This design comes from an exercise in tuning for small area, a short achievable clock period and few clock cycles per item on the open sky130 flow, not from production work.

== v6 ==
==> flow/design.v <==
`timescale 1ns / 1ps
module SHA256(
  input clk,
  input [2:0] P,
  input [255:0] passwd_hash,
  input [71:0] start,
  output [71:0] hash,
  output done
);
localparam [31:0] IV0 = 32'h6a09e667, IV1 = 32'hbb67ae85, IV2 = 32'h3c6ef372, IV3 = 32'ha54ff53a,
                  IV4 = 32'h510e527f, IV5 = 32'h9b05688c, IV6 = 32'h1f83d9ab, IV7 = 32'h5be0cd19;
localparam [1:0] S_LOAD = 2'd0, S_RUN = 2'd1, S_DONE = 2'd2;
localparam [2047:0] KT = {
  32'hc67178f2, 32'hbef9a3f7, 32'ha4506ceb, 32'h90befffa,
  32'h8cc70208, 32'h84c87814, 32'h78a5636f, 32'h748f82ee,
  32'h682e6ff3, 32'h5b9cca4f, 32'h4ed8aa4a, 32'h391c0cb3,
  32'h34b0bcb5, 32'h2748774c, 32'h1e376c08, 32'h19a4c116,
  32'h106aa070, 32'hf40e3585, 32'hd6990624, 32'hd192e819,
  32'hc76c51a3, 32'hc24b8b70, 32'ha81a664b, 32'ha2bfe8a1,
  32'h92722c85, 32'h81c2c92e, 32'h766a0abb, 32'h650a7354,
  32'h53380d13, 32'h4d2c6dfc, 32'h2e1b2138, 32'h27b70a85,
  32'h14292967, 32'h06ca6351, 32'hd5a79147, 32'hc6e00bf3,
  32'hbf597fc7, 32'hb00327c8, 32'ha831c66d, 32'h983e5152,
  32'h76f988da, 32'h5cb0a9dc, 32'h4a7484aa, 32'h2de92c6f,
  32'h240ca1cc, 32'h0fc19dc6, 32'hefbe4786, 32'he49b69c1,
  32'hc19bf174, 32'h9bdc06a7, 32'h80deb1fe, 32'h72be5d74,
  32'h550c7dc3, 32'h243185be, 32'h12835b01, 32'hd807aa98,
  32'hab1c5ed5, 32'h923f82a4, 32'h59f111f1, 32'h3956c25b,
  32'he9b5dba5, 32'hb5c0fbcf, 32'h71374491, 32'h428a2f98};
function eqsum(input [31:0] x, input [31:0] y, input [31:0] p);
  reg [31:0] cy;
  begin
    cy = (x & y) | ((x | y) & ~p);
    eqsum = ((x ^ y ^ p) == {cy[30:0], 1'b0});
  end
endfunction
function [35:0] incdig(input [35:0] x);
  integer k;
  reg cyin;
  begin
    cyin = 1'b1;
    for (k = 0; k < 9; k = k + 1) begin
      if (cyin) begin
        if (x[4*k +: 4] == 4'd9) incdig[4*k +: 4] = 4'd0;
        else begin incdig[4*k +: 4] = x[4*k +: 4] + 4'd1; cyin = 1'b0; end
      end else incdig[4*k +: 4] = x[4*k +: 4];
    end
  end
endfunction
reg [35:0] dig;            
reg [31:0] a, b, c, d, e, f, g, hk, kr;
reg [511:0] w;             
reg [6:0] n;               
reg [5:0] rc;              
reg mv;                    
reg [5:0] cr;              
reg ld;                    
reg run, dn, first, vok;
reg [7:0] hp;              
reg done_r;
assign done = done_r;
assign hash = {4'h3, dig[35:32], 4'h3, dig[31:28], 4'h3, dig[27:24], 4'h3, dig[23:20],
               4'h3, dig[19:16], 4'h3, dig[15:12], 4'h3, dig[11:8], 4'h3, dig[7:4],
               4'h3, dig[3:0]};
wire init = (P == 3'd0);
wire srch = (P == 3'd2);
wire hit = &hp;            
wire lq = ld || (run && n == 7'd63 && !hit);
wire [35:0] nxt = first ? dig : incdig(dig);
wire [31:0] w0n = {4'h3, nxt[35:32], 4'h3, nxt[31:28], 4'h3, nxt[27:24], 4'h3, nxt[23:20]};
wire [31:0] w1n = {4'h3, nxt[19:16], 4'h3, nxt[15:12], 4'h3, nxt[11:8], 4'h3, nxt[7:4]};
wire [31:0] w2  = {4'h3, dig[3:0], 24'h800000};
wire [31:0] wm15 = w[31:0], wm14 = w[63:32], wm6 = w[319:288], wm1 = w[479:448];
wire [31:0] sg0 = {wm14[6:0], wm14[31:7]} ^ {wm14[17:0], wm14[31:18]} ^ (wm14 >> 3);
wire [31:0] sg1 = {wm1[16:0], wm1[31:17]} ^ {wm1[18:0], wm1[31:19]} ^ (wm1 >> 10);
wire [31:0] q1s = sg1 ^ wm6 ^ sg0;
wire [31:0] q1c = {(sg1[30:0] & wm6[30:0]) | (sg1[30:0] & sg0[30:0]) | (wm6[30:0] & sg0[30:0]), 1'b0};
wire [31:0] q2s = q1s ^ q1c ^ wm15;
wire [31:0] q2c = {(q1s[30:0] & q1c[30:0]) | (q1s[30:0] & wm15[30:0]) | (q1c[30:0] & wm15[30:0]), 1'b0};
wire [31:0] sch;
add32 u_sch (.x(q2s), .y(q2c), .s(sch));
reg [31:0] msg;
always @(*) begin
  case (n)
    7'd1: msg = w2;
    7'd14: msg = 32'h00000048;
    default: msg = 32'd0;
  endcase
end
wire [31:0] went = lq ? w1n : (n < 7'd15 ? msg : sch);
wire [31:0] wk = w[511:480];
wire [31:0] hs = g ^ kr ^ wk;
wire [31:0] hc = {(g[30:0] & kr[30:0]) | (g[30:0] & wk[30:0]) | (kr[30:0] & wk[30:0]), 1'b0};
wire [31:0] hk_sum;
add32 u_hk (.x(hs), .y(hc), .s(hk_sum));
wire [5:0] kn = mv ? (lq ? 6'd1 : n[5:0] + 6'd1) : n[5:0];
wire [31:0] hk_ld = {4'h0, nxt[35:32], 4'h0, nxt[31:28], 4'h0, nxt[27:24], 4'h0, nxt[23:20]} + 32'hce9b2ce1;
wire [31:0] S1 = {e[5:0], e[31:6]} ^ {e[10:0], e[31:11]} ^ {e[24:0], e[31:25]};
wire [31:0] S0 = {a[1:0], a[31:2]} ^ {a[12:0], a[31:13]} ^ {a[21:0], a[31:22]};
wire [31:0] ch = (e & f) ^ (~e & g);
wire [31:0] mj = (a & b) ^ (a & c) ^ (b & c);
wire [31:0] t1s = hk ^ S1 ^ ch;
wire [31:0] t1c = {(hk[30:0] & S1[30:0]) | (hk[30:0] & ch[30:0]) | (S1[30:0] & ch[30:0]), 1'b0};
wire [31:0] es = t1s ^ t1c ^ d;
wire [31:0] ec = {(t1s[30:0] & t1c[30:0]) | (t1s[30:0] & d[30:0]) | (t1c[30:0] & d[30:0]), 1'b0};
wire [31:0] e_new;
add32 u_e (.x(es), .y(ec), .s(e_new));
wire [31:0] x2s = t1s ^ t1c ^ S0;
wire [31:0] x2c = {(t1s[30:0] & t1c[30:0]) | (t1s[30:0] & S0[30:0]) | (t1c[30:0] & S0[30:0]), 1'b0};
wire [31:0] x3s = x2s ^ x2c ^ mj;
wire [31:0] x3c = {(x2s[30:0] & x2c[30:0]) | (x2s[30:0] & mj[30:0]) | (x2c[30:0] & mj[30:0]), 1'b0};
wire [31:0] a_new;
add32 u_a (.x(x3s), .y(x3c), .s(a_new));
reg [31:0] pa, pe, ia, ie;
always @(*) begin
  case (n[1:0])
    2'd2: begin pa = passwd_hash[159:128]; ia = IV3; pe = passwd_hash[31:0];   ie = IV7; end
    2'd3: begin pa = passwd_hash[191:160]; ia = IV2; pe = passwd_hash[63:32];  ie = IV6; end
    2'd0: begin pa = passwd_hash[223:192]; ia = IV1; pe = passwd_hash[95:64];  ie = IV5; end
    default: begin pa = passwd_hash[255:224]; ia = IV0; pe = passwd_hash[127:96]; ie = IV4; end
  endcase
end
wire [31:0] cya = (a & ia) | ((a | ia) & ~pa);
wire [31:0] ma = ~(a ^ ia ^ pa ^ {cya[30:0], 1'b0});
wire [31:0] cye = (e & ie) | ((e | ie) & ~pe);
wire [31:0] me = ~(e ^ ie ^ pe ^ {cye[30:0], 1'b0});
always @(posedge clk) begin
  a <= lq ? IV0 : (mv ? a_new : d);
  b <= lq ? IV1 : a;
  c <= lq ? IV2 : b;
  d <= lq ? IV3 : c;
  e <= lq ? IV4 : (mv ? e_new : g);
  f <= lq ? IV5 : e;
  g <= lq ? IV6 : f;
  if (mv) hk <= lq ? hk_ld : hk_sum;
  kr <= KT[{kn, 5'd0} +: 32];
  w[511:480] <= mv ? went : w[31:0];
  w[479:448] <= lq ? w0n : w[511:480];
  w[447:0] <= w[479:32];
  if (mv) hp <= {&ma[31:24], &ma[23:16], &ma[15:8], &ma[7:0], &me[31:24], &me[23:16], &me[15:8], &me[7:0]};
  if (init) begin
    rc <= 6'd47;
    mv <= 1'b0;
    cr <= 6'd0;
    dig <= {start[67:64], start[59:56], start[51:48], start[43:40], start[35:32],
            start[27:24], start[19:16], start[11:8], start[3:0]};
    first <= 1'b1;
    n <= 7'd0;
    ld <= 1'b1;
    run <= 1'b0;
    dn <= 1'b0;
    done_r <= 1'b0;
  end else begin
    cr <= cr + {5'd0, srch} - {5'd0, mv};
    mv <= (mv || rc == 6'd47) && (srch || cr > {5'd0, mv});
    if (!mv) rc <= (rc == 6'd47) ? 6'd0 : rc + 6'd1;
    if (srch && (dn || (mv && run && n == 7'd66 && vok && hit))) done_r <= 1'b1;
    if (mv) begin
      if (lq) begin
        dig <= nxt;
        first <= 1'b0;
        n <= 7'd1;
        ld <= 1'b0;
        run <= 1'b1;
      end else if (run) begin
        n <= n + 7'd1;
        if (n == 7'd64) vok <= hit;
        else vok <= vok && hit;
        if (n == 7'd66) begin
          run <= 1'b0;
          if (vok && hit) dn <= 1'b1;
          else begin
            ld <= 1'b1;
            n <= 7'd0;
          end
        end
      end
    end
  end
end
endmodule
module add32(
  input [31:0] x,
  input [31:0] y,
  output [31:0] s
);
wire [31:0] p0 = x ^ y;
wire [31:0] g0 = x & y;
reg [31:0] gg, pp, gn, pn;
integer i, l;
always @(*) begin
  gg = g0; pp = p0;
  for (l = 0; l < 5; l = l + 1) begin
    gn = gg; pn = pp;
    for (i = 0; i < 32; i = i + 1) begin
      if ((i >> l) & 1) begin
        gn[i] = gg[i] | (pp[i] & gg[((i >> l) << l) - 1]);
        pn[i] = pp[i] & pp[((i >> l) << l) - 1];
      end
    end
    gg = gn; pp = pn;
  end
end
assign s = p0 ^ {gg[30:0], 1'b0};
endmodule
clock: 15.0 ns
lec_check: 0
cap_margin: 20
core_margin: 2
core_utilization: 40
slew_margin: 20
synth_hierarchical: 1
synth_memory_max_bits: 8192
standard.sh (not shown) runs the stock make flow with config.mk's settings and CLKGATE_MAP_FILE= SYNTH_SCRIPT=/design/flow/synth_recipe.tcl, a recipe that flattens the netlist after the stock synthesis.
==> flow/flow/run.sh <==
#!/bin/bash
# Standard ORFS layout, with repair_timing aiming for more setup slack than the clock needs,
# and clock tree synthesis without dummy loads.
set -euo pipefail
bash standard.sh SETUP_SLACK_MARGIN=11 "CTS_ARGS=-sink_clustering_enable -repair_clock_nets -dont_use_dummy_load" finish > standard.log 2>&1
For v7, these inputs were changed with respect to v6:
--- a/flow/design.v
+++ b/flow/design.v
@@ -64,8 +64,7 @@
                4'h3, dig[3:0]};
 wire init = (P == 3'd0);
 wire srch = (P == 3'd2);
-wire hit = &hp;            
-wire lq = ld || (run && n == 7'd63 && !hit);
+wire lq = ld || (run && n == 7'd62 && !hite);
 wire [35:0] nxt = first ? dig : incdig(dig);
 wire [31:0] w0n = {4'h3, nxt[35:32], 4'h3, nxt[31:28], 4'h3, nxt[27:24], 4'h3, nxt[23:20]};
 wire [31:0] w1n = {4'h3, nxt[19:16], 4'h3, nxt[15:12], 4'h3, nxt[11:8], 4'h3, nxt[7:4]};
@@ -114,16 +113,20 @@
 reg [31:0] pa, pe, ia, ie;
 always @(*) begin
   case (n[1:0])
-    2'd2: begin pa = passwd_hash[159:128]; ia = IV3; pe = passwd_hash[31:0];   ie = IV7; end
-    2'd3: begin pa = passwd_hash[191:160]; ia = IV2; pe = passwd_hash[63:32];  ie = IV6; end
-    2'd0: begin pa = passwd_hash[223:192]; ia = IV1; pe = passwd_hash[95:64];  ie = IV5; end
-    default: begin pa = passwd_hash[255:224]; ia = IV0; pe = passwd_hash[127:96]; ie = IV4; end
+    2'd1: begin pe = passwd_hash[31:0];  ie = IV7; pa = passwd_hash[255:224]; ia = IV0; end
+    2'd2: begin pe = passwd_hash[63:32]; ie = IV6; pa = passwd_hash[159:128]; ia = IV3; end
+    2'd3: begin pe = passwd_hash[95:64]; ie = IV5; pa = passwd_hash[191:160]; ia = IV2; end
+    default: begin pe = passwd_hash[127:96]; ie = IV4; pa = passwd_hash[223:192]; ia = IV1; end
   endcase
 end
 wire [31:0] cya = (a & ia) | ((a | ia) & ~pa);
 wire [31:0] ma = ~(a ^ ia ^ pa ^ {cya[30:0], 1'b0});
-wire [31:0] cye = (e & ie) | ((e | ie) & ~pe);
-wire [31:0] me = ~(e ^ ie ^ pe ^ {cye[30:0], 1'b0});
+wire [31:0] zs = es ^ ec ^ ie;
+wire [31:0] zc = {(es[30:0] & ec[30:0]) | (es[30:0] & ie[30:0]) | (ec[30:0] & ie[30:0]), 1'b0};
+wire [31:0] cye = (zs & zc) | ((zs | zc) & ~pe);
+wire [31:0] me = ~(zs ^ zc ^ pe ^ {cye[30:0], 1'b0});
+wire hite = &hp[3:0];      
+wire hita = &hp[7:4];      
 always @(posedge clk) begin
   a <= lq ? IV0 : (mv ? a_new : d);
   b <= lq ? IV1 : a;
@@ -154,7 +157,7 @@
     cr <= cr + {5'd0, srch} - {5'd0, mv};
     mv <= (mv || rc == 6'd47) && (srch || cr > {5'd0, mv});
     if (!mv) rc <= (rc == 6'd47) ? 6'd0 : rc + 6'd1;
-    if (srch && (dn || (mv && run && n == 7'd66 && vok && hit))) done_r <= 1'b1;
+    if (srch && (dn || (mv && run && n == 7'd66 && vok && hita))) done_r <= 1'b1;
     if (mv) begin
       if (lq) begin
         dig <= nxt;
@@ -164,11 +167,11 @@
         run <= 1'b1;
       end else if (run) begin
         n <= n + 7'd1;
-        if (n == 7'd64) vok <= hit;
-        else vok <= vok && hit;
+        if (n == 7'd62) vok <= 1'b1;
+        else if (n <= 7'd65) vok <= vok && hite && hita;
         if (n == 7'd66) begin
           run <= 1'b0;
-          if (vok && hit) dn <= 1'b1;
+          if (vok && hita) dn <= 1'b1;
           else begin
             ld <= 1'b1;
             n <= 7'd0;
@@ -184,22 +187,5 @@
   input [31:0] y,
   output [31:0] s
 );
-wire [31:0] p0 = x ^ y;
-wire [31:0] g0 = x & y;
-reg [31:0] gg, pp, gn, pn;
-integer i, l;
-always @(*) begin
-  gg = g0; pp = p0;
-  for (l = 0; l < 5; l = l + 1) begin
-    gn = gg; pn = pp;
-    for (i = 0; i < 32; i = i + 1) begin
-      if ((i >> l) & 1) begin
-        gn[i] = gg[i] | (pp[i] & gg[((i >> l) << l) - 1]);
-        pn[i] = pp[i] & pp[((i >> l) << l) - 1];
-      end
-    end
-    gg = gn; pp = pn;
-  end
-end
-assign s = p0 ^ {gg[30:0], 1'b0};
+assign s = x + y;
 endmodule
--- outcome ---
Per the final summary, v7 finished and its layout is clean on timing, DRC and antenna. In the metrics for v6 and v7, the one carrying the higher layout inverter count without the clock tree is v7. Between v6 and v7, the register area does not differ in any meaningful way. Diff v6 -> v7: count of clock-buffer cells in the layout lower. v6 ended up with fewer cell instances than v7 did. [v7] slack of the critical path fell 0.24 ns relative to v6.
Function was not checked in any run of this note: the RTL went through the layout flow alone.

## afterwards: timing with drivers on the ports
No port has a modelled driver above. Below, the same layouts with a new extraction and two added sets of constraints. Step 1 (the two cells are an assumption about what drives the block):
set clk [get_ports {clk}]
set_driving_cell -lib_cell sky130_fd_sc_hd__clkbuf_16 $clk
set_driving_cell -lib_cell sky130_fd_sc_hd__buf_2 [delete_from_list [all_inputs] $clk]
Step 2 also shifts input and output timing later by t, the mid clock arrival at the registers, as if the neighbouring blocks saw the same clock. Three values: ideal, step 1, step 2; two values: the first two.
| run | t (ns) | setup WS [ns] | hold WS [ns] | worst setup path after step 2 | worst slew at a driven data input, ns |
|---|---|---|---|---|---|
| v6 | 0.718 | 10.451 / 10.466 / 9.770 | 0.283 / 0.283 / 0.283 | input to register | 0.14 |
| v7 | 0.698 | 10.214 / 10.230 / 9.532 | 0.307 / 0.307 / 0.307 | input to register | 0.11 |
After both steps setup and hold are still met in every run listed. The setup slack of v7, which loses most, moves by +0.016 ns with the drivers and by -0.682 ns with both steps.
